From an optimization exercise on the open Yosys and OpenROAD flow, aimed at small area and a short achievable clock period; shortcuts taken in it are not production practice.
The RTL was checked by simulation tests, not by an equivalence proof against the original design.

==> design.v <==
module rca #(parameter W = 16) (
  input  wire [W-1:0] a,
  input  wire [W-1:0] b,
  input  wire         ci,
  output wire [W-1:0] s
);
  wire [W:0] c;
  assign c[0] = ci;
  genvar i;
  generate
    for (i = 0; i < W; i = i + 1) begin : bit_
      assign s[i]   = a[i] ^ b[i] ^ c[i];
      assign c[i+1] = (a[i] & b[i]) | (a[i] & c[i]) | (b[i] & c[i]);
    end
  endgenerate
endmodule
module tw_csa (
  input  wire [16:0] u,
  input  wire [17:0] v,
  input  wire        rm,
  input  wire [26:0] cst,
  output wire [15:0] z
);
  wire n1 = (u[16] & rm) ^ u[15];
  wire n2 = (u[16] & rm) & u[15];
  wire n3 = u[4] ^ v[3];
  wire n4 = u[4] & v[3];
  wire n5 = u[5] ^ v[4] ^ cst[8];
  wire n6 = (u[5] & v[4]) | (u[5] & cst[8]) | (v[4] & cst[8]);
  wire n7 = (u[6] & rm) ^ (u[3] & rm);
  wire n8 = ~(u[6] & rm) & ~(u[3] & rm);
  wire n9 = u[6] ^ v[5] ^ cst[9];
  wire n10 = (u[6] & v[5]) | (u[6] & cst[9]) | (v[5] & cst[9]);
  wire n11 = (u[7] & rm) ^ (u[4] & rm);
  wire n12 = ~(u[7] & rm) & ~(u[4] & rm);
  wire n13 = u[7] ^ v[6] ^ (v[0] & rm);
  wire n14 = (u[7] & v[6]) | (u[7] & (v[0] & rm)) | (v[6] & (v[0] & rm));
  wire n15 = ~cst[10] ^ (u[8] & rm) ^ (u[5] & rm);
  wire n16 = (~cst[10] & (u[8] & rm)) | (~cst[10] & (u[5] & rm)) | ((u[8] & rm) & (u[5] & rm));
  wire n17 = u[8] ^ u[0] ^ v[7];
  wire n18 = (u[8] & u[0]) | (u[8] & v[7]) | (u[0] & v[7]);
  wire n19 = (v[1] & rm) ^ cst[11] ^ ~(u[9] & rm);
  wire n20 = ((v[1] & rm) & cst[11]) | ((v[1] & rm) & ~(u[9] & rm)) | (cst[11] & ~(u[9] & rm));
  wire n21 = (u[6] & rm) ^ u[4];
  wire n22 = ~(u[6] & rm) & ~u[4];
  wire n23 = u[9] ^ u[1] ^ v[8];
  wire n24 = (u[9] & u[1]) | (u[9] & v[8]) | (u[1] & v[8]);
  wire n25 = (v[2] & rm) ^ cst[12] ^ ~(u[10] & rm);
  wire n26 = ((v[2] & rm) & cst[12]) | ((v[2] & rm) & ~(u[10] & rm)) | (cst[12] & ~(u[10] & rm));
  wire n27 = (u[7] & rm) ^ u[5] ^ v[4];
  wire n28 = ((u[7] & rm) & u[5]) | ((u[7] & rm) & v[4]) | (u[5] & v[4]);
  wire n29 = u[10] ^ u[2] ^ v[9];
  wire n30 = (u[10] & u[2]) | (u[10] & v[9]) | (u[2] & v[9]);
  wire n31 = (v[3] & rm) ^ cst[13] ^ ~(u[11] & rm);
  wire n32 = ((v[3] & rm) & cst[13]) | ((v[3] & rm) & ~(u[11] & rm)) | (cst[13] & ~(u[11] & rm));
  wire n33 = (u[8] & rm) ^ u[6] ^ v[5];
  wire n34 = ((u[8] & rm) & u[6]) | ((u[8] & rm) & v[5]) | (u[6] & v[5]);
  wire n35 = u[11] ^ u[3] ^ v[10];
  wire n36 = (u[11] & u[3]) | (u[11] & v[10]) | (u[3] & v[10]);
  wire n37 = (v[4] & rm) ^ cst[14] ^ ~(u[12] & rm);
  wire n38 = ((v[4] & rm) & cst[14]) | ((v[4] & rm) & ~(u[12] & rm)) | (cst[14] & ~(u[12] & rm));
  wire n39 = (u[9] & rm) ^ u[7] ^ v[6];
  wire n40 = ((u[9] & rm) & u[7]) | ((u[9] & rm) & v[6]) | (u[7] & v[6]);
  wire n41 = u[12] ^ u[4] ^ v[11];
  wire n42 = (u[12] & u[4]) | (u[12] & v[11]) | (u[4] & v[11]);
  wire n43 = (v[5] & rm) ^ cst[15] ^ ~(u[13] & rm);
  wire n44 = ((v[5] & rm) & cst[15]) | ((v[5] & rm) & ~(u[13] & rm)) | (cst[15] & ~(u[13] & rm));
  wire n45 = (u[10] & rm) ^ u[8] ^ v[7];
  wire n46 = ((u[10] & rm) & u[8]) | ((u[10] & rm) & v[7]) | (u[8] & v[7]);
  wire n47 = u[13] ^ u[5] ^ v[12];
  wire n48 = (u[13] & u[5]) | (u[13] & v[12]) | (u[5] & v[12]);
  wire n49 = (v[6] & rm) ^ cst[16] ^ ~(u[14] & rm);
  wire n50 = ((v[6] & rm) & cst[16]) | ((v[6] & rm) & ~(u[14] & rm)) | (cst[16] & ~(u[14] & rm));
  wire n51 = (u[11] & rm) ^ u[9] ^ v[8];
  wire n52 = ((u[11] & rm) & u[9]) | ((u[11] & rm) & v[8]) | (u[9] & v[8]);
  wire n53 = u[14] ^ u[6] ^ v[13];
  wire n54 = (u[14] & u[6]) | (u[14] & v[13]) | (u[6] & v[13]);
  wire n55 = (v[7] & rm) ^ cst[17] ^ ~(u[15] & rm);
  wire n56 = ((v[7] & rm) & cst[17]) | ((v[7] & rm) & ~(u[15] & rm)) | (cst[17] & ~(u[15] & rm));
  wire n57 = (u[12] & rm) ^ u[10] ^ v[9];
  wire n58 = ((u[12] & rm) & u[10]) | ((u[12] & rm) & v[9]) | (u[10] & v[9]);
  wire n59 = u[7] ^ v[14] ^ (v[8] & rm);
  wire n60 = (u[7] & v[14]) | (u[7] & (v[8] & rm)) | (v[14] & (v[8] & rm));
  wire n61 = cst[18] ^ n1 ^ ~(u[13] & rm);
  wire n62 = (cst[18] & n1) | (cst[18] & ~(u[13] & rm)) | (n1 & ~(u[13] & rm));
  wire n63 = u[11] ^ v[10] ^ ~1'b1;
  wire n64 = (u[11] & v[10]) | (u[11] & ~1'b1) | (v[10] & ~1'b1);
  wire n65 = u[8] ^ v[15] ^ (v[9] & rm);
  wire n66 = (u[8] & v[15]) | (u[8] & (v[9] & rm)) | (v[15] & (v[9] & rm));
  wire n67 = cst[19] ^ n2 ^ ~u[16];
  wire n68 = (cst[19] & n2) | (cst[19] & ~u[16]) | (n2 & ~u[16]);
  wire n69 = (u[14] & rm) ^ u[12] ^ v[11];
  wire n70 = ((u[14] & rm) & u[12]) | ((u[14] & rm) & v[11]) | (u[12] & v[11]);
  wire n71 = u[9] ^ v[16] ^ (v[10] & rm);
  wire n72 = (u[9] & v[16]) | (u[9] & (v[10] & rm)) | (v[16] & (v[10] & rm));
  wire n73 = ~cst[20] ^ (u[15] & rm) ^ u[13];
  wire n74 = (~cst[20] & (u[15] & rm)) | (~cst[20] & u[13]) | ((u[15] & rm) & u[13]);
  wire n75 = v[12] ^ 1'b1;
  wire n76 = ~v[12] & 1'b1;
  wire n77 = (u[16] & rm) ^ u[10] ^ (v[11] & rm);
  wire n78 = ((u[16] & rm) & u[10]) | ((u[16] & rm) & (v[11] & rm)) | (u[10] & (v[11] & rm));
  wire n79 = ~cst[21] ^ u[14] ^ v[17];
  wire n80 = (~cst[21] & u[14]) | (~cst[21] & v[17]) | (u[14] & v[17]);
  wire n81 = v[13] ^ 1'b1;
  wire n82 = ~v[13] & 1'b1;
  wire n83 = u[11] ^ (v[12] & rm) ^ cst[22];
  wire n84 = (u[11] & (v[12] & rm)) | (u[11] & cst[22]) | ((v[12] & rm) & cst[22]);
  wire n85 = u[2] ^ v[1] ^ cst[5];
  wire n86 = (u[2] & v[1]) | (u[2] & cst[5]) | (v[1] & cst[5]);
  wire n87 = u[3] ^ v[2] ^ cst[6];
  wire n88 = (u[3] & v[2]) | (u[3] & cst[6]) | (v[2] & cst[6]);
  wire n89 = cst[7] ^ n3 ^ ~(u[5] & rm);
  wire n90 = (cst[7] & n3) | (cst[7] & ~(u[5] & rm)) | (n3 & ~(u[5] & rm));
  wire n91 = (u[2] & rm) ^ u[0];
  wire n92 = ~(u[2] & rm) & ~u[0];
  wire n93 = n4 ^ n5 ^ n7;
  wire n94 = (n4 & n5) | (n4 & n7) | (n5 & n7);
  wire n95 = u[1] ^ v[0] ^ ~1'b1;
  wire n96 = (u[1] & v[0]) | (u[1] & ~1'b1) | (v[0] & ~1'b1);
  wire n97 = n6 ^ n8 ^ n9;
  wire n98 = (n6 & n8) | (n6 & n9) | (n8 & n9);
  wire n99 = ~n11 ^ u[2] ^ v[1];
  wire n100 = (~n11 & u[2]) | (~n11 & v[1]) | (u[2] & v[1]);
  wire n101 = n10 ^ n12 ^ n13;
  wire n102 = (n10 & n12) | (n10 & n13) | (n12 & n13);
  wire n103 = u[3] ^ v[2] ^ n15;
  wire n104 = (u[3] & v[2]) | (u[3] & n15) | (v[2] & n15);
  wire n105 = n14 ^ n17 ^ n19;
  wire n106 = (n14 & n17) | (n14 & n19) | (n17 & n19);
  wire n107 = ~n21 ^ v[3] ^ n16;
  wire n108 = (~n21 & v[3]) | (~n21 & n16) | (v[3] & n16);
  wire n109 = n18 ^ n20 ^ n22;
  wire n110 = (n18 & n20) | (n18 & n22) | (n20 & n22);
  wire n111 = n23 ^ n25 ^ ~n27;
  wire n112 = (n23 & n25) | (n23 & ~n27) | (n25 & ~n27);
  wire n113 = n24 ^ n26 ^ n29;
  wire n114 = (n24 & n26) | (n24 & n29) | (n26 & n29);
  wire n115 = ~n31 ^ n28 ^ n33;
  wire n116 = (~n31 & n28) | (~n31 & n33) | (n28 & n33);
  wire n117 = n30 ^ n32 ^ n35;
  wire n118 = (n30 & n32) | (n30 & n35) | (n32 & n35);
  wire n119 = ~n37 ^ n34 ^ n39;
  wire n120 = (~n37 & n34) | (~n37 & n39) | (n34 & n39);
  wire n121 = n36 ^ n38 ^ n41;
  wire n122 = (n36 & n38) | (n36 & n41) | (n38 & n41);
  wire n123 = ~n43 ^ n40 ^ n45;
  wire n124 = (~n43 & n40) | (~n43 & n45) | (n40 & n45);
  wire n125 = n42 ^ n44 ^ n47;
  wire n126 = (n42 & n44) | (n42 & n47) | (n44 & n47);
  wire n127 = ~n49 ^ n46 ^ n51;
  wire n128 = (~n49 & n46) | (~n49 & n51) | (n46 & n51);
  wire n129 = n48 ^ n50 ^ n53;
  wire n130 = (n48 & n50) | (n48 & n53) | (n50 & n53);
  wire n131 = ~n55 ^ n52 ^ n57;
  wire n132 = (~n55 & n52) | (~n55 & n57) | (n52 & n57);
  wire n133 = n54 ^ n56 ^ n59;
  wire n134 = (n54 & n56) | (n54 & n59) | (n56 & n59);
  wire n135 = ~n61 ^ n58 ^ n63;
  wire n136 = (~n61 & n58) | (~n61 & n63) | (n58 & n63);
  wire n137 = n60 ^ n62 ^ n65;
  wire n138 = (n60 & n62) | (n60 & n65) | (n62 & n65);
  wire n139 = ~n67 ^ n64 ^ n69;
  wire n140 = (~n67 & n64) | (~n67 & n69) | (n64 & n69);
  wire n141 = n66 ^ n68 ^ n71;
  wire n142 = (n66 & n68) | (n66 & n71) | (n68 & n71);
  wire n143 = n70 ^ n73 ^ n75;
  wire n144 = (n70 & n73) | (n70 & n75) | (n73 & n75);
  wire n145 = n72 ^ n76 ^ n77;
  wire n146 = (n72 & n76) | (n72 & n77) | (n76 & n77);
  wire n147 = n74 ^ n79 ^ n81;
  wire n148 = (n74 & n79) | (n74 & n81) | (n79 & n81);
  wire n149 = n78 ^ n82 ^ n83;
  wire n150 = (n78 & n82) | (n78 & n83) | (n82 & n83);
  wire n151 = u[15] ^ v[14] ^ n80;
  wire n152 = (u[15] & v[14]) | (u[15] & n80) | (v[14] & n80);
  wire n153 = u[16] ^ u[12] ^ (v[13] & rm);
  wire n154 = (u[16] & u[12]) | (u[16] & (v[13] & rm)) | (u[12] & (v[13] & rm));
  wire n155 = cst[23] ^ n84 ^ ~v[15];
  wire n156 = (cst[23] & n84) | (cst[23] & ~v[15]) | (n84 & ~v[15]);
  wire n157 = u[13] ^ (v[14] & rm) ^ cst[24];
  wire n158 = (u[13] & (v[14] & rm)) | (u[13] & cst[24]) | ((v[14] & rm) & cst[24]);
  wire n159 = v[16] ^ 1'b1;
  wire n160 = ~v[16] & 1'b1;
  wire n161 = u[14] ^ v[17] ^ (v[15] & rm);
  wire n162 = (u[14] & v[17]) | (u[14] & (v[15] & rm)) | (v[17] & (v[15] & rm));
  wire n163 = u[15] ^ (v[16] & rm);
  wire n164 = u[15] & (v[16] & rm);
  wire n165 = u[1] ^ v[0];
  wire n166 = u[1] & v[0];
  wire n167 = ~n85 ^ (u[3] & rm) ^ (u[0] & rm);
  wire n168 = (~n85 & (u[3] & rm)) | (~n85 & (u[0] & rm)) | ((u[3] & rm) & (u[0] & rm));
  wire n169 = n86 ^ n87 ^ ~(u[4] & rm);
  wire n170 = (n86 & n87) | (n86 & ~(u[4] & rm)) | (n87 & ~(u[4] & rm));
  wire n171 = n88 ^ n89 ^ n91;
  wire n172 = (n88 & n89) | (n88 & n91) | (n89 & n91);
  wire n173 = n90 ^ n92 ^ n93;
  wire n174 = (n90 & n92) | (n90 & n93) | (n92 & n93);
  wire n175 = n94 ^ n97 ^ ~n96;
  wire n176 = (n94 & n97) | (n94 & ~n96) | (n97 & ~n96);
  wire n177 = n98 ^ n101 ^ ~n100;
  wire n178 = (n98 & n101) | (n98 & ~n100) | (n101 & ~n100);
  wire n179 = n102 ^ n105 ^ ~n104;
  wire n180 = (n102 & n105) | (n102 & ~n104) | (n105 & ~n104);
  wire n181 = n106 ^ n109 ^ n111;
  wire n182 = (n106 & n109) | (n106 & n111) | (n109 & n111);
  wire n183 = n110 ^ n112 ^ n113;
  wire n184 = (n110 & n112) | (n110 & n113) | (n112 & n113);
  wire n185 = n114 ^ n117 ^ ~n116;
  wire n186 = (n114 & n117) | (n114 & ~n116) | (n117 & ~n116);
  wire n187 = n118 ^ n121 ^ ~n120;
  wire n188 = (n118 & n121) | (n118 & ~n120) | (n121 & ~n120);
  wire n189 = n122 ^ n125 ^ ~n124;
  wire n190 = (n122 & n125) | (n122 & ~n124) | (n125 & ~n124);
  wire n191 = n126 ^ n129 ^ ~n128;
  wire n192 = (n126 & n129) | (n126 & ~n128) | (n129 & ~n128);
  wire n193 = n130 ^ n133 ^ ~n132;
  wire n194 = (n130 & n133) | (n130 & ~n132) | (n133 & ~n132);
  wire n195 = n134 ^ n137 ^ ~n136;
  wire n196 = (n134 & n137) | (n134 & ~n136) | (n137 & ~n136);
  wire n197 = n138 ^ n141 ^ ~n140;
  wire n198 = (n138 & n141) | (n138 & ~n140) | (n141 & ~n140);
  wire n199 = n142 ^ n145 ^ ~n144;
  wire n200 = (n142 & n145) | (n142 & ~n144) | (n145 & ~n144);
  wire n201 = n146 ^ n149 ^ ~n148;
  wire n202 = (n146 & n149) | (n146 & ~n148) | (n149 & ~n148);
  wire n203 = n150 ^ n153 ^ n155;
  wire n204 = (n150 & n153) | (n150 & n155) | (n153 & n155);
  wire n205 = n154 ^ n156 ^ n157;
  wire n206 = (n154 & n156) | (n154 & n157) | (n156 & n157);
  wire n207 = cst[25] ^ n158 ^ n160;
  wire n208 = (cst[25] & n158) | (cst[25] & n160) | (n158 & n160);
  wire n209 = cst[26] ^ n162 ^ n163;
  wire n210 = (cst[26] & n162) | (cst[26] & n163) | (n162 & n163);
  wire n211 = cst[2] ^ (u[0] & rm);
  wire n212 = cst[2] & ~(u[0] & rm);
  wire n213 = u[0] ^ cst[3] ^ ~(u[1] & rm);
  wire n214 = (u[0] & cst[3]) | (u[0] & ~(u[1] & rm)) | (cst[3] & ~(u[1] & rm));
  wire n215 = cst[4] ^ n165 ^ ~(u[2] & rm);
  wire n216 = (cst[4] & n165) | (cst[4] & ~(u[2] & rm)) | (n165 & ~(u[2] & rm));
  wire n217 = n166 ^ ~n167 ^ 1'b1;
  wire n218 = (n166 & ~n167) | (n166 & 1'b1) | (~n167 & 1'b1);
  wire n219 = ~n169 ^ (u[1] & rm) ^ n168;
  wire n220 = (~n169 & (u[1] & rm)) | (~n169 & n168) | ((u[1] & rm) & n168);
  wire n221 = n170 ^ n171 ^ 1'b1;
  wire n222 = (n170 & n171) | (n170 & 1'b1) | (n171 & 1'b1);
  wire n223 = n172 ^ n173 ^ ~n95;
  wire n224 = (n172 & n173) | (n172 & ~n95) | (n173 & ~n95);
  wire n225 = n174 ^ n175 ^ ~n99;
  wire n226 = (n174 & n175) | (n174 & ~n99) | (n175 & ~n99);
  wire n227 = n176 ^ n177 ^ ~n103;
  wire n228 = (n176 & n177) | (n176 & ~n103) | (n177 & ~n103);
  wire n229 = n178 ^ n179 ^ ~n107;
  wire n230 = (n178 & n179) | (n178 & ~n107) | (n179 & ~n107);
  wire n231 = n180 ^ n181 ^ ~n108;
  wire n232 = (n180 & n181) | (n180 & ~n108) | (n181 & ~n108);
  wire n233 = n182 ^ n183 ^ ~n115;
  wire n234 = (n182 & n183) | (n182 & ~n115) | (n183 & ~n115);
  wire n235 = n184 ^ n185 ^ ~n119;
  wire n236 = (n184 & n185) | (n184 & ~n119) | (n185 & ~n119);
  wire n237 = n186 ^ n187 ^ ~n123;
  wire n238 = (n186 & n187) | (n186 & ~n123) | (n187 & ~n123);
  wire n239 = n188 ^ n189 ^ ~n127;
  wire n240 = (n188 & n189) | (n188 & ~n127) | (n189 & ~n127);
  wire n241 = n190 ^ n191 ^ ~n131;
  wire n242 = (n190 & n191) | (n190 & ~n131) | (n191 & ~n131);
  wire n243 = n192 ^ n193 ^ ~n135;
  wire n244 = (n192 & n193) | (n192 & ~n135) | (n193 & ~n135);
  wire n245 = n194 ^ n195 ^ ~n139;
  wire n246 = (n194 & n195) | (n194 & ~n139) | (n195 & ~n139);
  wire n247 = n196 ^ n197 ^ ~n143;
  wire n248 = (n196 & n197) | (n196 & ~n143) | (n197 & ~n143);
  wire n249 = n198 ^ n199 ^ ~n147;
  wire n250 = (n198 & n199) | (n198 & ~n147) | (n199 & ~n147);
  wire n251 = n200 ^ n201 ^ ~n151;
  wire n252 = (n200 & n201) | (n200 & ~n151) | (n201 & ~n151);
  wire n253 = n202 ^ n203 ^ ~n152;
  wire n254 = (n202 & n203) | (n202 & ~n152) | (n203 & ~n152);
  wire n255 = n204 ^ n205 ^ ~n159;
  wire n256 = (n204 & n205) | (n204 & ~n159) | (n205 & ~n159);
  wire n257 = n161 ^ n206 ^ n207;
  wire n258 = (n161 & n206) | (n161 & n207) | (n206 & n207);
  wire n259 = n208 ^ n209 ^ 1'b1;
  wire n260 = (n208 & n209) | (n208 & 1'b1) | (n209 & 1'b1);
  wire n261 = 1'b1 ^ n211;
  wire n262 = 1'b1 & ~n211;
  wire n263 = n212 ^ n213 ^ n262;
  wire n264 = (n212 & n213) | (n212 & n262) | (n213 & n262);
  wire n265 = n214 ^ n215 ^ n264;
  wire n266 = (n214 & n215) | (n214 & n264) | (n215 & n264);
  wire n267 = n216 ^ n217 ^ n266;
  wire n268 = (n216 & n217) | (n216 & n266) | (n217 & n266);
  wire n269 = n218 ^ ~n219 ^ n268;
  wire n270 = (n218 & ~n219) | (n218 & n268) | (~n219 & n268);
  wire n271 = ~n220 ^ n221 ^ n270;
  wire n272 = (~n220 & n221) | (~n220 & n270) | (n221 & n270);
  wire n273 = n222 ^ n223 ^ n272;
  wire n274 = (n222 & n223) | (n222 & n272) | (n223 & n272);
  wire n275 = n224 ^ n225 ^ n274;
  wire n276 = (n224 & n225) | (n224 & n274) | (n225 & n274);
  wire n277 = n226 ^ n227 ^ n276;
  wire n278 = (n226 & n227) | (n226 & n276) | (n227 & n276);
  wire n279 = n228 ^ n229 ^ n278;
  wire n280 = (n228 & n229) | (n228 & n278) | (n229 & n278);
  wire n281 = n230 ^ n231 ^ n280;
  wire n282 = (n230 & n231) | (n230 & n280) | (n231 & n280);
  wire n283 = n232 ^ n233 ^ n282;
  wire n284 = (n232 & n233) | (n232 & n282) | (n233 & n282);
  wire n285 = n234 ^ n235 ^ n284;
  wire n286 = (n234 & n235) | (n234 & n284) | (n235 & n284);
  wire n287 = n236 ^ n237 ^ n286;
  wire n288 = (n236 & n237) | (n236 & n286) | (n237 & n286);
  wire n289 = n238 ^ n239 ^ n288;
  wire n290 = (n238 & n239) | (n238 & n288) | (n239 & n288);
  wire n291 = n240 ^ n241 ^ n290;
  wire n292 = (n240 & n241) | (n240 & n290) | (n241 & n290);
  wire n293 = n242 ^ n243 ^ n292;
  wire n294 = (n242 & n243) | (n242 & n292) | (n243 & n292);
  wire n295 = n244 ^ n245 ^ n294;
  wire n296 = (n244 & n245) | (n244 & n294) | (n245 & n294);
  wire n297 = n246 ^ n247 ^ n296;
  wire n298 = (n246 & n247) | (n246 & n296) | (n247 & n296);
  wire n299 = n248 ^ n249 ^ n298;
  wire n300 = (n248 & n249) | (n248 & n298) | (n249 & n298);
  wire n301 = n250 ^ n251 ^ n300;
  wire n302 = (n250 & n251) | (n250 & n300) | (n251 & n300);
  wire n303 = n252 ^ n253 ^ n302;
  wire n304 = (n252 & n253) | (n252 & n302) | (n253 & n302);
  wire n305 = n254 ^ n255 ^ n304;
  wire n306 = (n254 & n255) | (n254 & n304) | (n255 & n304);
  wire n307 = n256 ^ n257 ^ n306;
  wire n308 = (n256 & n257) | (n256 & n306) | (n257 & n306);
  wire n309 = n258 ^ n259 ^ n308;
  wire n310 = (n258 & n259) | (n258 & n308) | (n259 & n308);
  assign z = {n309, n307, n305, n303, n301, n299, n297, n295, n293, n291, n289, n287, n285, n283, n281, n279};
endmodule
module tw_prep (
  input  wire [15:0] ar, ai,
  input  wire        w1, w3, w9, w2, w6,
  output wire [16:0] y0, y1,
  output wire        od_p, od_n, os_p, os_n
);
  wire [16:0] xr = {ar[15], ar}, xi = {ai[15], ai};
  wire [16:0] ts, g;
  rca #(17) u_ts (.a(xr), .b(xi), .ci(1'b0), .s(ts));    
  rca #(17) u_g  (.a(xi), .b(~xr), .ci(1'b0), .s(g));    
  assign od_p = g[16] & ~g[15];     
  assign od_n = ~g[16] & g[15];     
  assign os_p = ~ts[16] & ts[15];   
  assign os_n = ts[16] & ~ts[15];   
  assign y0 = w3 ? xi : w9 ? ~xr : w2 ? ts : w6 ? g : xr;
  assign y1 = w3 ? xr : w9 ? ~xi : w2 ? g : w6 ? ~ts : xi;
endmodule
module tw_mul (
  input  wire [16:0] y0, y1,
  input  wire        w1, w3, w9, w2, w6,
  input  wire        od_p, od_n, os_p, os_n,
  output wire [15:0] zr, zi
);
  wire rm = w1 | w3 | w9;
  wire [26:0] kr = w9 ? 27'd2676 : w6 ? 27'd1448 : 27'd0;
  wire [26:0] ki = w1 ? 27'd784 : (w3 | w9) ? 27'd1892 : (w2 | w6) ? 27'd1448 : 27'd0;
  wire [26:0] br = w1 ? 27'd1892 : w3 ? 27'd784 : w9 ? -27'd1892 : w2 ? 27'd1448 : w6 ? -27'd1448 : 27'd0;
  wire [26:0] bi = w1 ? -27'd784 : w3 ? -27'd1892 : w9 ? 27'd784 : (w2 | w6) ? -27'd1448 : 27'd0;
  wire [26:0] cr = kr + (od_p ? -(br << 16) : od_n ? (br << 16) : 27'd0);
  wire [26:0] ci = ki + (os_p ? -(bi << 16) : os_n ? (bi << 16) : 27'd0);
  wire [16:0] ui = y1 ^ {17{w3}};
  wire [16:0] vi = y0 ^ {17{~w3}};
  tw_csa u_re (.u(y0), .v(rm ? {y1[16], y1} : {y0, 1'b0}), .rm(rm), .cst(cr), .z(zr));
  tw_csa u_im (.u(ui), .v(rm ? {vi[16], vi} : {y1, 1'b0}), .rm(rm), .cst(ci), .z(zi));
endmodule
module FFT_TOB (
  input  wire signed [15:0] Input_re,
  input  wire signed [15:0] Input_Im,
  input  wire               cordic_Valid,
  input  wire               clk,
  input  wire               rst,
  output wire signed [15:0] Output_FFT_Re,
  output wire signed [15:0] Output_FFT_Im,
  output wire               Data_Valid
);
  reg [3:0] p;
  reg       dv;
  always @(posedge clk or negedge rst)
    if (!rst) begin
      p  <= 4'd0;
      dv <= 1'b0;
    end else begin
      if (cordic_Valid) p <= p + 4'd1;
      if (p == 4'd14)   dv <= 1'b1;
    end
  assign Data_Valid = dv;
  wire p3 = p[3], p2 = p[2], p1 = p[1], p0 = p[0];
  wire first = (p == 4'd0);
  wire last  = (p == 4'd15);
  reg [127:0] d1r, d1i;    
  reg [63:0]  d2r, d2i;    
  reg [31:0]  d3r, d3i;    
  reg [15:0]  d4r, d4i;    
  reg [15:0]  zr, zi;      
  reg [16:0]  y0, y1;      
  reg         yw1, yw3, yw9, yw2, yw6, yw4, yodp, yodn, yosp, yosn;
  reg [15:0]  ar, ai;      
  reg [15:0]  br, bi;      
  wire [15:0] xr = Input_re, xi = Input_Im;
  wire [15:0] r1r = d1r[127:112], r1i = d1i[127:112];
  wire [15:0] r2r = d2r[63:48],   r2i = d2i[63:48];
  wire [15:0] r3r = d3r[31:16],   r3i = d3i[31:16];
  wire [15:0] r4r = d4r,          r4i = d4i;
  wire [15:0] a1r, a1i, b1r, b1i;
  rca u_a1r (.a(r1r), .b(xr),  .ci(1'b0), .s(a1r));
  rca u_a1i (.a(r1i), .b(xi),  .ci(1'b0), .s(a1i));
  rca u_b1r (.a(r1r), .b(~xr), .ci(1'b1), .s(b1r));
  rca u_b1i (.a(r1i), .b(~xi), .ci(1'b1), .s(b1i));
  wire [15:0] s1r = p3 ? a1r : r1r;
  wire [15:0] s1i = p3 ? a1i : r1i;
  wire [15:0] w1r = p3 ? b1r : xr;
  wire [15:0] w1i = p3 ? b1i : xi;
  wire c2 = ~p3 & p2;
  wire [15:0] b2r, b2i, a2r, a2i;
  rca u_b2r (.a(r2r), .b(~(c2 ? r1i : s1r)),      .ci(1'b1), .s(b2r));
  rca u_b2i (.a(r2i), .b(c2 ? r1r : ~s1i),        .ci(~c2),  .s(b2i));
  wire [15:0] w2r = p2 ? b2r : s1r;
  wire [15:0] w2i = p2 ? b2i : s1i;
  rca u_a2r (.a(r2r), .b(s1r), .ci(1'b0), .s(a2r));
  rca u_a2i (.a(r2i), .b(s1i), .ci(1'b0), .s(a2i));
  wire [3:0]  q   = p + 4'd2;
  wire [15:0] t2r = d2r[31:16], t2i = d2i[31:16];
  wire [15:0] t1r = d1r[95:80], t1i = d1i[95:80];
  wire        qsw = ~q[3] & q[2];
  wire [15:0] yr, yi;
  rca u_yr (.a(t2r), .b(qsw ? t1i : 16'd0),  .ci(1'b0), .s(yr));
  rca u_yi (.a(t2i), .b(qsw ? ~t1r : 16'd0), .ci(qsw), .s(yi));
  wire qw1 = (q == 4'd5);
  wire qw3 = (q == 4'd7) | (q == 4'd9);
  wire qw9 = (q == 4'd11);
  wire qw2 = (q == 4'd1) | (q == 4'd6);
  wire qw6 = (q == 4'd3) | (q == 4'd10);
  wire qw4 = (q == 4'd2);
  wire [16:0] py0, py1;
  wire        podp, podn, posp, posn;
  tw_prep u_prep (.ar(yr), .ai(yi), .w1(qw1), .w3(qw3), .w9(qw9), .w2(qw2), .w6(qw6),
                  .y0(py0), .y1(py1), .od_p(podp), .od_n(podn), .os_p(posp), .os_n(posn));
  wire [15:0] er, ei;
  tw_mul u_mul (.y0(y0), .y1(y1), .w1(yw1), .w3(yw3), .w9(yw9), .w2(yw2), .w6(yw6),
                .od_p(yodp), .od_n(yodn), .os_p(yosp), .os_n(yosn), .zr(er), .zi(ei));
  wire ymul = yw1 | yw3 | yw9 | yw2 | yw6;
  wire [15:0] ny0;
  rca u_ny0 (.a(~y0[15:0]), .b(16'd0), .ci(1'b1), .s(ny0));
  wire        x3  = p3 & p2;
  wire [15:0] mr  = x3 ? a2r : zr;
  wire [15:0] mi  = x3 ? a2i : zi;
  wire [15:0] b3r, b3i;
  rca u_b3r (.a(r3r), .b(~mr), .ci(1'b1), .s(b3r));
  rca u_b3i (.a(r3i), .b(~mi), .ci(1'b1), .s(b3i));
  wire [15:0] w3r = p1 ? b3r : mr;
  wire [15:0] w3i = p1 ? b3i : mi;
  wire c5 = p0 & ~p1;
  wire [15:0] s3r, s3i, a3r, a3i, o4r, o4i, e4r, e4i, sumr, sumi, a8r, a8i;
  rca u_a3r (.a(r3r), .b(zr), .ci(1'b0), .s(a3r));
  rca u_a3i (.a(r3i), .b(zi), .ci(1'b0), .s(a3i));
  wire [15:0] s3or = p1 ? a3r : r3r;
  wire [15:0] s3oi = p1 ? a3i : r3i;
  rca u_e4r (.a(r4r), .b(c5 ? r3i : a3r),  .ci(1'b0), .s(e4r));
  rca u_e4i (.a(r4i), .b(c5 ? ~r3r : a3i), .ci(c5),   .s(e4i));
  assign o4r = p0 ? e4r : r4r;
  assign o4i = p0 ? e4i : r4i;
  out_add u_or (.acc(first ? 16'd0 : ar), .x(xr), .o(o4r), .last(last), .sum(sumr), .y(Output_FFT_Re));
  out_add u_oi (.acc(first ? 16'd0 : ai), .x(xi), .o(o4i), .last(last), .sum(sumi), .y(Output_FFT_Im));
  wire [15:0] i4r = c5 ? r3i : a3r;
  wire [15:0] b4r, b4i;
  rca u_b4r (.a(r4r), .b(~i4r), .ci(1'b1), .s(b4r));
  rca u_b4i (.a(r4i), .b(c5 ? r3r : ~a3i), .ci(~c5), .s(b4i));
  rca u_a8r (.a(first ? 16'd0 : br), .b(xr ^ {16{p0}}), .ci(p0), .s(a8r));
  rca u_a8i (.a(first ? 16'd0 : bi), .b(xi ^ {16{p0}}), .ci(p0), .s(a8i));
  wire [15:0] w4r = last ? a8r : p0 ? b4r : s3or;
  wire [15:0] w4i = last ? a8i : p0 ? b4i : s3oi;
  always @(posedge clk) begin
    d1r <= {d1r[111:0], w1r};  d1i <= {d1i[111:0], w1i};
    d2r <= {d2r[47:0],  w2r};  d2i <= {d2i[47:0],  w2i};
    d3r <= {d3r[15:0],  w3r};  d3i <= {d3i[15:0],  w3i};
    d4r <= w4r;                d4i <= w4i;
    y0  <= py0;                y1  <= py1;
    yw1 <= qw1; yw3 <= qw3; yw9 <= qw9; yw2 <= qw2; yw6 <= qw6; yw4 <= qw4;
    yodp <= podp; yodn <= podn; yosp <= posp; yosn <= posn;
    zr  <= ymul ? er : yw4 ? y1[15:0] : y0[15:0];
    zi  <= ymul ? ei : yw4 ? ny0 : y1[15:0];
    ar  <= sumr;               ai  <= sumi;
    br  <= a8r;                bi  <= a8i;
  end
endmodule
module out_add (
  input  wire [15:0] acc,
  input  wire [15:0] x,
  input  wire [15:0] o,
  input  wire        last,
  output wire [15:0] sum,
  output wire [15:0] y
);
  assign sum = acc + x;
  assign y   = last ? sum : o;
endmodule
==> flow/run.sh <==
#!/bin/bash
cp standard.sh standard_sh_copy.log
echo "export BUFFER_PORTS_ARGS = -buffer_cell sky130_fd_sc_hd__buf_2" >> config.mk
echo "export SETUP_SLACK_MARGIN = 14.5" >> config.mk
bash standard.sh > standard.log 2>&1
==> standard.sh <==
#!/bin/bash
# synth_recipe.tcl (not shown) runs the flow's synth.tcl, then flattens the netlist and writes it again
# the make line also repeats each setting of config.mk as NAME=value (left out here)
make -C /OpenROAD-flow-scripts/flow DESIGN_CONFIG=/design/flow/config.mk WORK_HOME=/design/flow/orfs CLKGATE_MAP_FILE= SYNTH_SCRIPT=/design/flow/synth_recipe.tcl "${@:-finish}"
==> config.mk <==
export PLATFORM = sky130hd
export DESIGN_NAME = FFT_TOB
export DESIGN_NICKNAME = FFT_TOB
export VERILOG_FILES = /design/flow/design.v
export SDC_FILE = /design/flow/constraint.sdc
export NUM_CORES = 4
export LEC_CHECK = 0
export CAP_MARGIN = 20
export CORE_MARGIN = 2
export CORE_UTILIZATION = 40
export CTS_BUF_LIST = sky130_fd_sc_hd__clkbuf_8 sky130_fd_sc_hd__clkbuf_16
export CTS_CLUSTER_DIAMETER = 120
export CTS_CLUSTER_SIZE = 25
export SLEW_MARGIN = 20
export TNS_END_PERCENT = 0
export BUFFER_PORTS_ARGS = -buffer_cell sky130_fd_sc_hd__buf_2
export SETUP_SLACK_MARGIN = 14.5
==> constraint.sdc <==
create_clock -name core_clock -period 27.0 [get_ports {clk}]
set_input_delay 5.4000 -clock core_clock [delete_from_list [all_inputs] [get_ports {clk}]]
set_output_delay 5.4000 -clock core_clock [all_outputs]
set_load 0.01 [all_outputs]
==> results.py, run 1 <==
metrics = {
    "cells_and_area": {
        "drive_above_1_share_pct": 7.450,
        "fillers": 8802,
        "areaGrowthSynthToFinish_pct": 7.001,
        "layoutNonFillerInstCount": 4717,
        "ff_latch_area_um2": 12560,
        "nNetsFinal": 4217,
        "multi_input_area_um2": 21740,
    },
    "synthesis": {
        "ys_seq_area_share_pct": 34.05,
        "synth_edf_count": 0,
        "syn-num-nets": 4230,
        "yosys_register_bits": 625,
        "avgSynthCellArea_um2": 10.40,
        "synth_area_um2": 36810,
        "netlist_instances": 3539,
        "ys_warn_count": 1,
        "synthDistinctLibCells": 70,
        "async_reset_ff_share_pct": 0.8000,
        "synth_ff_type": "dfxtp_1",
    },
    "flow_run": {
        "maxCapViolCount": 0,
    },
    "clock_network": {
        "cts.clk_slew.worst_paths_ns": 0.10,
        "insertion_delay_ns": 0.63,
        "numCtsBuffers": 29,
        "numClockSinks": 625,
        "hold_buffers": 0,
        "cts_tree": "built",
        "h-tree-depth": 1,
        "cts_root_buf": "clkbuf_16",
        "clockBufferDepth": 3,
    },
    "sta": {
        "worst_slew_pin_slew_ns": 1.063,
        "worst_slew_margin_rel_pct": 28.87,
        "rsz0062_at_grt": "true",
        "setup-tns-final_ns": 0,
        "setup_viol": 0,
        "hold_viol": 0,
        "fin_skew_ns": 0.02834,
        "timing.fmax_mhz": 74.96,
        "fin_crit_ns": 13.34,
        "slew_viol_final": 0,
        "period_share_pct": 49.41,
    },
    "detailed_routing": {
        "drt-wirelength-per-cell_um": 19.06,
        "drt.antenna.violating_nets": 0,
        "vias": 23183,
        "route.detailed.drc": 0,
        "vias_per_cell": 4.915,
        "drt_pre_antenna_iters": 5,
        "routed_wl_um": 89920,
        "first_iter_violations": 1732,
    },
    "setup_path": {
        "start_kind": "input pin",
        "path_max_fanout": 6,
        "worstPathRequired_ns": 21.60,
        "arrival_ns": 7.94,
        "cp-end-kind": "primary output",
        "critPathKind": "in -> out",
    },
    "grt": {
        "grt_overflow_total": 0,
        "antenna_found_initial": 4,
        "grt_usage_pct": 19.66,
        "grt_pass1_vias": 23977,
        "grt_pass1_wl_um": 142500,
        "grt_max_degree": 76,
    },
    "placement": {
        "portBuffers": 67,
        "hpwlAfterDp_um": 72600,
        "gp_congestion": 0.8896,
        "dp_cells": 4671,
    },
    "die": {
        "row_count": 111,
        "die_h_um": 307.4,
        "fp.dieArea_um2": 94480,
        "die-width_um": 307.4,
        "initial_utilization_pct": 40.28,
        "ios": 68,
        "core_region_area_um2": 91390,
    },
    "min_path": {
        "hold_class": "reg -> reg",
    },
    "outcome": {
        "status": "finished clean",
    },
}
-- registers in the layout, summed over array words and instances (netlist names), 17 cells and up --
register  count
d2r          64
y0           17
d3r          32
d3i          32
y1           17
d1i         128
d1r         128
d2i          64
-- cell usage after synthesis (3+ instances only) --
cell / number / area (um2)
a31oi_1: 9 / 56.30
nor2b_1: 9 / 56.30
a211oi_1: 16 / 120.1
fa_1: 550 / 11010
o221ai_1: 3 / 26.28
mux2i_1: 128 / 1281
o21bai_1: 5 / 37.54
nor3_1: 9 / 45.04
nand2b_1: 34 / 212.7
o31ai_1: 3 / 22.52
clkbuf_1: 110 / 412.9
nor2_1: 220 / 825.8
o2111ai_1: 4 / 35.03
buf_2: 12 / 60.06
o22ai_1: 6 / 37.54
mux2_2: 26 / 292.8
buf_1: 21 / 78.83
a22oi_1: 7 / 52.55
a21boi_0: 3 / 22.52
and3_1: 11 / 68.82
o21a_1: 10 / 75.07
dfrtp_1: 5 / 125.1
inv_1: 586 / 2200
nand3_1: 9 / 45.04
xnor2_1: 96 / 840.8
a21o_1: 40 / 300.3
a21oi_1: 199 / 996.0
o21ai_0: 188 / 940.9
a2111oi_0: 18 / 157.7
and2_1: 45 / 281.5
o211ai_1: 35 / 262.8
ha_1: 106 / 1326
nand2_1: 274 / 1028
dfxtp_1: 620 / 12410
or3_1: 6 / 37.54
a221oi_1: 18 / 157.7
xor2_1: 54 / 473.0
-- what timing repair did --
item,in CTS,in global routing
setup endpoints to repair,30,33
setup buffers,10,0
pin swaps,14,4
gates resized for setup,49,3
-- final cells by class --
cell class | count | share of cell area (%)
timing repair buffer | 101 | 1.591
sequential | 625 | 31.88
inverter | 587 | 5.593
tap | 1186 | 3.767
multi-input combinational | 2182 | 55.19
antenna | 1 | 0.006353
clock inverter | 6 | 0.1334
clock buffer | 29 | 1.842
-- routing by layer --
layer | track usage [%] | vias to the layer above | routed length (um)
met5 | 0 | - | 0
met4 | 4.923 | 0 | 2494
met2 | 32.01 | 520 | 42270
li1 | - | 11066 | -
met1 | 27.97 | 11502 | 41150
met3 | 2.257 | 95 | 4008
-- worst paths after layout --
kind | startpoint | to | cells past startpoint | slack (ns)
min in group asynchronous | rst | dv | 1 | 4.60
worst min register to register | d1r[58] | d1r[74] | 0 | 0.31
worst max-delay path | Input_Im[1] | Output_FFT_Im[13] | 11 | 13.66
worst min-delay path | d1r[58] | d1r[74] | 0 | 0.31
worst max register to register | yw3 | zr[15] | 38 | 15.20
max in group asynchronous | rst | p[0] | 1 | 22.18
-- logic make-up (layout without fill, tap and decap cells) --
family / Yosys count / count (layout) / share of synthesized area [%]
flip-flops: 625 / 625 / 34.05
other: 0 / 1 / 0
AND/OR/NAND/NOR: 630 / 630 / 7.328
adder cells (fa/ha/maj): 657 / 657 / 33.54
buffers and inverters: 732 / 723 / 7.518
multiplexers: 154 / 154 / 4.276
AO/OA/AOI/OAI: 590 / 590 / 9.639
XOR/XNOR: 151 / 151 / 3.643
-- cell usage in the layout (no fill, tap or decap), types with 5 or more instances in the layout --
master and instances:
dfxtp_1 611, fa_2 45, buf_2 67, clkbuf_16 29
mux2i_1 124, ha_1 104, a31oi_1 9, a22oi_1 7
mux2_2 26, o21a_1 10, and2_1 45, o22ai_1 6
buf_4 31, and3_1 10, a2111oi_0 18, a211oi_1 15
a21oi_1 192, xnor2_1 95, nor2_1 218, o211ai_1 35
a21o_1 40, o21ai_0 186, dfxtp_2 9, nand3_1 8
nand2b_1 33, nand2_1 271, inv_1 587, a221oi_1 18
a21oi_2 9, xor2_1 53, nor3_1 9, o21bai_1 5
nor2b_1 9, fa_1 505, or3_1 6
-- worst max-delay path, cell delays in order --
cell,delay (ns)
buf_2,0.29
ha_1,0.30
a21o_1,0.18
a21oi_2,0.19
o21ai_0,0.15
a21oi_2,0.30
o21ai_1,0.16
a311o_1,0.34
xor2_1,0.27
mux2_2,0.22
buf_2,0.14
-- through the flow --
| step | setup WS [ns] | util, % | instance area (um2) | hold WS, ns |
|---|---|---|---|---|
| floorplan | 14.28 | - | 36940 | 0.3096 |
| global placement | 13.52 | 41.97 | 38350 | 0.3098 |
| detailed placement | 13.48 | 41.97 | 38350 | 0.3121 |
| CTS | 13.73 | 43.09 | 39380 | 0.3121 |
| global route | 13.51 | 43.10 | 39390 | 0.3096 |
| finish | 13.66 | 43.11 | 39390 | 0.3128 |
==> run 2: changes to the inputs <==
==> flow/run.sh (replaced) <==
#!/bin/bash
cp standard.sh standard_sh_copy.log
echo "export BUFFER_PORTS_ARGS = -buffer_cell sky130_fd_sc_hd__buf_2" >> config.mk
echo "export SETUP_SLACK_MARGIN = 13.9" >> config.mk
bash standard.sh > standard.log 2>&1
--- a/config.mk
+++ b/config.mk
@@ -9,9 +9,8 @@
 export CORE_MARGIN = 2
 export CORE_UTILIZATION = 40
 export CTS_BUF_LIST = sky130_fd_sc_hd__clkbuf_8 sky130_fd_sc_hd__clkbuf_16
-export CTS_CLUSTER_DIAMETER = 120
-export CTS_CLUSTER_SIZE = 25
+export CTS_CLUSTER_DIAMETER = 110
+export CTS_CLUSTER_SIZE = 22
 export SLEW_MARGIN = 20
-export TNS_END_PERCENT = 0
 export BUFFER_PORTS_ARGS = -buffer_cell sky130_fd_sc_hd__buf_2
-export SETUP_SLACK_MARGIN = 14.5
+export SETUP_SLACK_MARGIN = 13.9
==> results.py, run 2 <==
metrics = {
    "detailed_routing": {
        "route.detailed.drc": 0,
        "drt-wirelength-per-cell_um": 18.78,
        "vias": 23247,
        "routed_wl_um": 88980,
        "drt_pre_antenna_iters": 5,
        "first_iter_violations": 1619,
        "vias_per_cell": 4.907,
        "drt.antenna.violating_nets": 0,
    },
    "cells_and_area": {
        "areaGrowthSynthToFinish_pct": 8.310,
        "fin_area_um2": 39870,
        "top_regs": "d1i (128), d1r (128)",
        "nNetsFinal": 4238,
        "layout_commonest_cell": "dfxtp_1",
        "utilization_pct": 43.63,
        "mostFrequentLayoutCells": "dfxtp_1, inv_1, fa_1",
        "layoutNonFillerInstCount": 4738,
        "drive_above_1_share_pct": 8.784,
        "fillers": 8732,
        "n_antenna_cell": 0,
    },
    "setup_path": {
        "path_cells": "buf_4, ha_2, inv_2, fa_2, nor2b_1, o21a_1, o21ai_2, a21oi_4, o21ai_1, a31oi_1, buf_4, o21a_1, o31ai_1, buf_2",
        "path_max_fanout": 6,
        "start_kind": "input pin",
        "critPathKind": "in -> out",
        "max_stage_delay_ns": 0.27,
        "crit_path_top_delay_cell": "o31ai_1",
        "worstPathRequired_ns": 21.60,
        "arrival_ns": 7.71,
        "cp-end-kind": "primary output",
    },
    "synthesis": {
        "netlist_instances": 3539,
        "synth_edf_count": 0,
        "avgSynthCellArea_um2": 10.40,
        "synthDistinctLibCells": 70,
        "synth_compound_area_share_pct": 9.639,
        "synthSimpleGateAreaFrac_pct": 7.328,
        "ys_seq_area_share_pct": 34.05,
        "synth_area_um2": 36810,
        "ys_top_cells_by_area": "dfxtp_1, fa_1, inv_1, ha_1, mux2i_1",
        "synth_top_family_by_area": "adder cells",
        "synthXorXnorAreaFrac_pct": 3.643,
        "yosysTopAreaCell": "dfxtp_1",
        "synth_fa_ha_area_share_pct": 33.54,
        "async_reset_ff_share_pct": 0.8000,
        "netlist.area_leader.share_pct": 33.72,
        "synth.most_common_cell": "dfxtp_1",
        "yosys-top-cells-count": "dfxtp_1, inv_1, fa_1",
        "synth_ff_type": "dfxtp_1",
        "syn-num-nets": 4230,
        "yosys_register_bits": 625,
        "ys_warn_count": 1,
        "synth_mux_area_share_pct": 4.276,
    },
    "sta": {
        "fin_crit_ns": 13.11,
        "period_share_pct": 48.57,
        "worst_slew_pin_slew_ns": 1.081,
        "slew_viol_final": 0,
        "hold_viol": 0,
        "setup-tns-final_ns": 0,
        "timing.fmax_mhz": 76.25,
        "worst_slew_margin_rel_pct": 27.68,
        "fin_skew_ns": 0.04239,
        "setup_viol": 0,
        "rsz0062_at_grt": "true",
    },
    "outcome": {
        "status": "finished clean",
    },
    "clock_network": {
        "clockBufferDepth": 3,
        "insertion_delay_ns": 0.60,
        "cts_root_buf": "clkbuf_16",
        "cts_tree": "built",
        "h-tree-depth": 2,
        "cts.clk_slew.worst_paths_ns": 0.10,
        "numClockSinks": 625,
        "numCtsBuffers": 34,
    },
    "die": {
        "die-width_um": 307.4,
        "fp.dieArea_um2": 94480,
        "ios": 68,
        "die_h_um": 307.4,
        "row_count": 111,
        "initial_utilization_pct": 40.28,
        "core_region_area_um2": 91390,
    },
    "grt": {
        "antenna_found_initial": 2,
        "grt_usage_pct": 19.44,
        "grt_overflow_total": 0,
        "grt_max_degree": 76,
        "grt_pass1_vias": 23925,
        "grt_pass1_wl_um": 140500,
    },
    "placement": {
        "portBuffers": 67,
        "dpl_cell_area_um2": 38320,
        "gp_congestion": 0.8804,
        "dp_cells": 4674,
        "hpwlAfterDp_um": 71170,
    },
    "flow_run": {
        "maxCapViolCount": 0,
    },
    "min_path": {
        "hold_class": "reg -> reg",
    },
}
[run 2: layout make-up]
| type | count | area, um2 | share of cell area (%) |
|---|---|---|---|
| timing repair buffer | 117 | 774.5 | 1.942 |
| sequential | 625 | 12550 | 31.49 |
| clock inverter | 7 | 61.31 | 0.1538 |
| inverter | 587 | 2203 | 5.526 |
| tap | 1186 | 1484 | 3.722 |
| clock buffer | 34 | 850.8 | 2.134 |
| multi-input combinational | 2182 | 21940 | 55.04 |
[run 2: timing repair]
item | CTS | global route
pin swaps | 30 | 34
hold buffers | 0 | 0
endpoints found under the setup margin | 11 | 11
gates resized for setup | 97 | 30
setup buffers | 18 | 5
[run 2: worst max-delay path, delay by kind of cell]
family | cells | cell delay (ns)
AND/OR/NAND/NOR | 1 | 0.05
buffers and inverters | 4 | 0.58
AO/OA/AOI/OAI | 7 | 1.27
adder cells (fa/ha/maj) | 2 | 0.40
[run 2: worst paths after layout]
kind	startpoint	end	depth (start not counted)	slack, ns
worst min register to register	d3i[8]	d3i[24]	0	0.30
max in group asynchronous	rst	p[3]	1	22.17
worst max-delay path	Input_Im[0]	Output_FFT_Im[14]	14	13.89
worst max register to register	yw3	zr[15]	40	14.95
worst min-delay path	d3i[8]	d3i[24]	0	0.30
min in group asynchronous	rst	dv	1	4.62
[run 2: logic make-up after synthesis]
family,after synthesis
buffers and inverters,732
adder cells (fa/ha/maj),657
AND/OR/NAND/NOR,630
flip-flops,625
AO/OA/AOI/OAI,590
multiplexers,154
XOR/XNOR,151
[run 2: metrics by stage]
stage	hold slack (ns)	setup WS [ns]
floorplan	0.3096	13.90
global placement	0.3100	13.36
detailed placement	0.3121	13.34
CTS	0.3107	13.84
global route	0.3121	13.64
finish	0.3026	13.89
[run 2: metal layers]
layer	vias to the layer above	share of wire (%)	track usage (%)
met5	-	0.016	0
met4	2	2.1	4.447
met3	83	4.2	2.340
met2	426	48	31.94
met1	11639	46	27.50
li1	11097	-	-
==> run 3: changes to the inputs <==
==> flow/run.sh (replaced) <==
#!/bin/bash
cp standard.sh standard_sh_copy.log
echo "export BUFFER_PORTS_ARGS = -buffer_cell sky130_fd_sc_hd__buf_4" >> config.mk
echo "export SETUP_SLACK_MARGIN = 13.9" >> config.mk
bash standard.sh > standard.log 2>&1
--- a/config.mk
+++ b/config.mk
@@ -12,5 +12,5 @@
 export CTS_CLUSTER_DIAMETER = 110
 export CTS_CLUSTER_SIZE = 22
 export SLEW_MARGIN = 20
-export BUFFER_PORTS_ARGS = -buffer_cell sky130_fd_sc_hd__buf_2
+export BUFFER_PORTS_ARGS = -buffer_cell sky130_fd_sc_hd__buf_4
 export SETUP_SLACK_MARGIN = 13.9
==> results.py, run 3 <==
metrics = {
    "cells_and_area": {
        "drive_above_1_share_pct": 8.500,
        "layout_commonest_cell": "dfxtp_1",
        "fillers": 8668,
        "n_antenna_cell": 0,
        "mostFrequentLayoutCells": "dfxtp_1, inv_1, fa_1",
        "areaGrowthSynthToFinish_pct": 8.385,
        "nNetsFinal": 4227,
        "top_regs": "d1i (128), d1r (128)",
    },
    "detailed_routing": {
        "route.detailed.drc": 0,
        "drt.antenna.violating_nets": 0,
        "vias_per_cell": 4.883,
        "routed_wl_um": 88700,
        "vias": 23084,
        "first_iter_violations": 1622,
        "drt-wirelength-per-cell_um": 18.76,
        "drt_pre_antenna_iters": 5,
    },
    "grt": {
        "grt_max_degree": 76,
        "antenna_found_initial": 3,
        "grt_usage_pct": 19.29,
        "grt_pass1_wl_um": 139300,
        "grt_pass1_vias": 23842,
        "grt_overflow_total": 0,
    },
    "clock_network": {
        "clockBufferDepth": 3,
        "numCtsBuffers": 34,
        "cts.clk_slew.worst_paths_ns": 0.10,
        "h-tree-depth": 2,
        "numClockSinks": 625,
        "insertion_delay_ns": 0.58,
        "hold_buffers": 0,
        "cts_root_buf": "clkbuf_16",
        "cts_tree": "built",
    },
    "placement": {
        "dp_slack_ns": 13.35,
        "portBuffers": 67,
        "gp_congestion": 0.8914,
        "hpwlAfterDp_um": 71140,
    },
    "outcome": {
        "status": "finished clean",
    },
    "setup_path": {
        "critical_path.top_delay_family": "adder cells",
        "worstPathRequired_ns": 21.60,
        "crit_path_top_delay_cell": "fa_2",
        "max_stage_delay_ns": 0.46,
        "path_max_fanout": 2,
        "start_kind": "flip-flop",
        "path_buf_inv": 2,
        "r2r_start": "yw3",
        "cpMostUsedCell": "fa_2",
        "path_cells": "ha_2, fa_2, inv_2, fa_2, nor2_4, a21oi_4, fa_2, fa_2, fa_2, fa_2, fa_2, fa_2, fa_2, fa_2, fa_2, fa_2, fa_2, fa_2, fa_2, xor2_2, a21oi_2, a21o_1, buf_6",
        "startpoint": "d3r[16]",
        "critPathKind": "reg -> out",
        "arrival_ns": 7.78,
        "cp-end-kind": "primary output",
    },
    "sta": {
        "slew_viol_final": 0,
        "worst_slew_margin_rel_pct": 29.43,
        "period_share_pct": 48.83,
        "timing.fmax_mhz": 75.85,
        "worst_slew_pin_slew_ns": 1.055,
        "whs_ns": 0.3104,
        "hold_viol": 0,
        "fin_crit_ns": 13.18,
        "fin_ws_ns": 13.82,
        "setup_viol": 0,
        "fin_skew_ns": 0.03634,
        "setup-tns-final_ns": 0,
        "rsz0062_at_grt": "true",
    },
    "die": {
        "die_h_um": 307.4,
        "ios": 68,
        "fp.dieArea_um2": 94480,
        "row_count": 111,
        "initial_utilization_pct": 40.28,
        "core_region_area_um2": 91390,
        "die-width_um": 307.4,
    },
    "synthesis": {
        "yosysTopAreaCell": "dfxtp_1",
        "yosys_register_bits": 625,
        "async_reset_ff_share_pct": 0.8000,
        "yosys-top-cells-count": "dfxtp_1, inv_1, fa_1",
        "synth.most_common_cell": "dfxtp_1",
        "ys_top_cells_by_area": "dfxtp_1, fa_1, inv_1, ha_1, mux2i_1",
        "ys_warn_count": 1,
        "synthDistinctLibCells": 70,
        "avgSynthCellArea_um2": 10.40,
        "synth_area_um2": 36810,
        "netlist_instances": 3539,
        "ys_seq_area_share_pct": 34.05,
        "synth_edf_count": 0,
        "synth_ff_type": "dfxtp_1",
        "netlist.area_leader.share_pct": 33.72,
        "syn-num-nets": 4230,
    },
    "min_path": {
        "hold_class": "reg -> reg",
        "hp-start": "d3i[9]",
    },
    "flow_run": {
        "maxCapViolCount": 0,
    },
}
==> run 3: repair_timing <==
action,CTS,global route
resized for setup,89,27
endpoints found under the setup margin,9,12
pin swaps,34,28
buffers inserted,12,2
==> run 3: layer usage <==
layer | track usage [%] | part of all wire, % | vias up | routed length (um)
met5 | 0 | 0.029 | - | 26
met4 | 4.844 | 2.5 | 4 | 2231
met3 | 3.042 | 4.7 | 103 | 4129
met2 | 31.57 | 47 | 443 | 41730
met1 | 26.77 | 46 | 11473 | 40570
li1 | - | - | 11061 | -
==> run 3: layout make-up <==
class,instances,area (um2),share of cell area [%]
well taps,1186,1484,3.719
multi-input cells,2182,21930,54.96
repair buffers,106,823.3,2.063
clock inverters,7,57.56,0.1442
inverters,587,2203,5.522
clock buffers,34,850.8,2.132
flip-flops and latches,625,12550,31.46
==> run 3: worst paths after layout <==
check	endpoint	slack, ns	depth (start not counted)
max	Output_FFT_Re[15]	13.82	23
min	d3i[25]	0.31	0
min reg2reg	d3i[25]	0.31	0
min in group asynchronous	dv	4.61	1
max reg2reg	zr[15]	14.55	38
max in group asynchronous	p[0]	22.22	1
==> run 3: cells by family after synthesis <==
group           count (synthesis)  synth area share [%]
simple gates                  630                 7.328
fa+ha+maj                     657                 33.54
compound gates                590                 9.639
buf+inv                       732                 7.518
mux                           154                 4.276
flops                         625                 34.05
xor+xnor                      151                 3.643
==> run 3: worst register-to-register path, delay by kind of cell, from the launching register on <==
family | cells | cell delay, ns
XOR/XNOR | 5 | 0.77
adder cells (fa/ha/maj) | 19 | 7.63
AND/OR/NAND/NOR | 6 | 2.07
AO/OA/AOI/OAI | 4 | 0.61
buffers and inverters | 4 | 0.89
flip-flops | 1 | 0.32
==> run 3: metrics by stage <==
stage / cells / util, % / area (um2)
after floorplan: 3539 / - / 36870
after global placement: 4672 / 42.10 / 38470
after detailed placement: 4672 / 42.10 / 38470
after CTS: 4725 / 43.52 / 39770
after global routing: 4727 / 43.66 / 39900
final: 4727 / 43.66 / 39900

==> port drivers added, routing unchanged <==
Ports are ideal in the flow. The routed layouts listed here were re-timed in OpenROAD. Step 1 sets driving cells, clkbuf_16 on the clock port and buf_2 on the other inputs (assumed; they add their load-dependent delay and slew). Step 2 times the ports against the registers' clock, not the clock port: input delays grow and output delays shrink by t, the midpoint of the rising clock arrivals with the driver on. Three values: ideal, step 1, step 2; two values: the first two.
run	t, ns	setup slack, ns	worst setup path at the end	cell pins on the clock port's net
run 1	0.677	13.659 / 13.626 / 13.504	input to register	1
run 2	0.647	13.886 / 13.754 / 13.441	input to register	1
run 3	0.629	13.816 / 13.753 / 13.574	input to register	1
After both steps every run listed still meets setup and hold. For run 2, which loses most, drivers alone change the setup slack by -0.132 ns; drivers and shift together by -0.445 ns.
